Source: an optimization exercise on an open RTL-to-GDS flow (aim: small area, a short achievable clock period and few clock cycles). Production flows keep margins and buffers that such runs may drop.

// RISC_SPM
module RISC_SPM (clk, rst, mem_rdata, mem_addr, mem_wdata, mem_we, halted);
  input        clk, rst;
  input  [7:0] mem_rdata;
  output [7:0] mem_addr, mem_wdata;
  output       mem_we;
  output       halted;
  reg [7:0] R0, R1, R2, R3;
  reg [7:0] PC, MA;
  reg [6:0] IR;           
  reg       sA, sD;       
  reg       Z;
  reg       halted;
  wire       sF  = ~sA & ~sD & ~halted;
  wire [2:0] iop = IR[6:4];
  wire [1:0] src = IR[3:2];
  wire [1:0] dst = IR[1:0];
  wire i_add = (iop == 3'd1);
  wire i_sub = (iop == 3'd2);
  wire i_and = (iop == 3'd3);
  wire i_not = (iop == 3'd4);
  wire ex    = sF & (i_add | i_sub | i_and | i_not);
  reg [7:0] opA, opB;
  always @* begin
    case (dst)
      2'd0: opA = R0; 2'd1: opA = R1; 2'd2: opA = R2; default: opA = R3;
    endcase
    case (src)
      2'd0: opB = R0; 2'd1: opB = R1; 2'd2: opB = R2; default: opB = R3;
    endcase
  end
  wire [7:0] bx = opB ^ {8{i_sub}};
  wire [7:0] p0 = opA ^ bx;
  wire [7:0] g0 = opA & bx;
  wire [8:0] G0 = {g0, i_sub}, P0 = {p0, 1'b0};
  wire [8:0] G1, P1, G2, P2, G3;
  genvar k;
  generate
    for (k = 0; k < 9; k = k + 1) begin : ks
      if (k >= 1) begin : a1
        assign G1[k] = G0[k] | P0[k] & G0[k-1]; assign P1[k] = P0[k] & P0[k-1];
      end else begin : b1
        assign G1[k] = G0[k]; assign P1[k] = P0[k];
      end
      if (k >= 2) begin : a2
        assign G2[k] = G1[k] | P1[k] & G1[k-2]; assign P2[k] = P1[k] & P1[k-2];
      end else begin : b2
        assign G2[k] = G1[k]; assign P2[k] = P1[k];
      end
      if (k >= 4) begin : a3
        assign G3[k] = G2[k] | P2[k] & G2[k-4];
      end else begin : b3
        assign G3[k] = G2[k];
      end
    end
  endgenerate
  wire [7:0] cin = G3[7:0];
  wire [7:0] sum = p0 ^ cin;
  reg [7:0] alu;
  always @* begin
    case (iop)
      3'd1, 3'd2: alu = sum;
      3'd3:       alu = opA & opB;
      default:    alu = ~opB;
    endcase
  end
  wire [7:0] axb  = opA ^ opB;
  wire [7:0] aob  = opA | opB;
  wire       zadd = ~|(axb ^ {aob[6:0], 1'b0});
  wire       zsub = ~|axb;
  wire       zand = ~|(opA & opB);
  wire       znot = &opB;
  reg        zt;
  ...
For scale: ~570 cells after synthesis, about 59 flip-flops, about 4800 um^2 of cells after synthesis.
==> flow/config.mk <==
export PLATFORM = sky130hd
export DESIGN_NAME = RISC_SPM
export DESIGN_NICKNAME = RISC_SPM
export VERILOG_FILES = /design/flow/design.v
export SDC_FILE = /design/flow/constraint.sdc
export NUM_CORES = 4
export LEC_CHECK = 0
export ABC_CLOCK_PERIOD_IN_PS = 2200
export CAP_MARGIN = 20
export CORE_MARGIN = 2
export CORE_UTILIZATION = 40
export SETUP_SLACK_MARGIN = 2.5
export SLEW_MARGIN = 20
==> flow/constraint.sdc <==
create_clock -name core_clock -period 5.0 [get_ports {clk}]
set_input_delay 1.0000 -clock core_clock [delete_from_list [all_inputs] [get_ports {clk}]]
set_output_delay 1.0000 -clock core_clock [all_outputs]
set_load 0.01 [all_outputs]
run.sh (not shown) runs the stock make flow with config.mk's settings and CLKGATE_MAP_FILE= SYNTH_SCRIPT=/design/flow/synth_recipe.tcl, a recipe that flattens the netlist after the stock synthesis.
Next try:
Settings changed: ABC_CLOCK_PERIOD_IN_PS 2200 to default, SETUP_SLACK_MARGIN 2.5 to default.
What happened:
- The changed run went through all stages and came out clean
- synthesized area does not change
- clock skew came out higher by 0.0055 ns
- global-route usage came out lower by 2.2 points
- cell count came out lower by 7.8%
- first-iteration DRC count came out lower by 7.2%
- final area came out lower by 21%
- maximum frequency came out lower by 17%
- synthesized cell count stays the same
- via count came out lower by 6.5%
- die area does not change
Next try:
Settings changed: ABC_AREA from default to 1.
The new run went through all stages and came out clean.
Design area went up by 1.3%.
Clock skew fell by 0.0041 ns.
Fmax climbs by 13%.
Die area climbs by 1.3%.
Next try:
Settings changed: SETUP_SLACK_MARGIN from default to 1.7.
What happened:
- The new run finished clean
- design area is higher slightly
- via count rose slightly
- die area is unchanged
- wire length came out higher slightly
- clock skew is about the same
- worst hold slack gets worse by 0.0064 ns
- maximum frequency climbs by roughly a tenth
- sequential cell count is unchanged
Next try:
Settings changed: SETUP_SLACK_MARGIN 1.7 to 2.2.
Effect:
- The changed run went through all stages and came out clean
- count of clock-buffer cells in the layout is unchanged
- design area went up by 19%
- first-iteration DRC count rose by about 18%
- fmax rises by 11%
Function was not checked in any run of this note: the RTL went through the layout flow alone.

separate check: timing with driven ports:
In the flow no input, the clock included, has a driving cell. The finished layouts below were timed again as built, in two steps. Step 1 sets driving cells, clkbuf_16 on the clock port and buf_2 on the other inputs (assumed; they add their load-dependent delay and slew). Step 2 times the ports against the registers' clock, not the clock port: input delays grow and output delays shrink by t, the midpoint of the rising clock arrivals with the driver on. a / b / c = ideal ports / drivers / drivers and shift; a / b = the first two.
| run | t, ns | setup WS [ns] | hold WS [ns] | clock arrival spread, ns |
|---|---|---|---|---|
| the first run | 0.368 | 1.751 / 1.751 / 1.458 | 0.485 / 0.485 / 0.485 | 0.006 / 0.005 |
| the second run | 0.362 | 1.075 / 1.075 / 0.778 | 0.493 / 0.493 / 0.493 | 0.011 / 0.011 |
| the third run | 0.369 | 1.538 / 1.538 / 1.538 | 0.498 / 0.498 / 0.498 | 0.007 / 0.007 |
| the fourth run | 0.370 | 1.903 / 1.863 / 1.950 | 0.492 / 0.492 / 0.492 | 0.008 / 0.008 |
| the fifth run | 0.372 | 2.216 / 2.185 / 2.025 | 0.492 / 0.492 / 0.492 | 0.006 / 0.006 |
After both steps setup and hold are still met in every run listed. For the second run, which loses most, drivers alone change the setup slack by 0.000 ns; drivers and shift together by -0.297 ns.
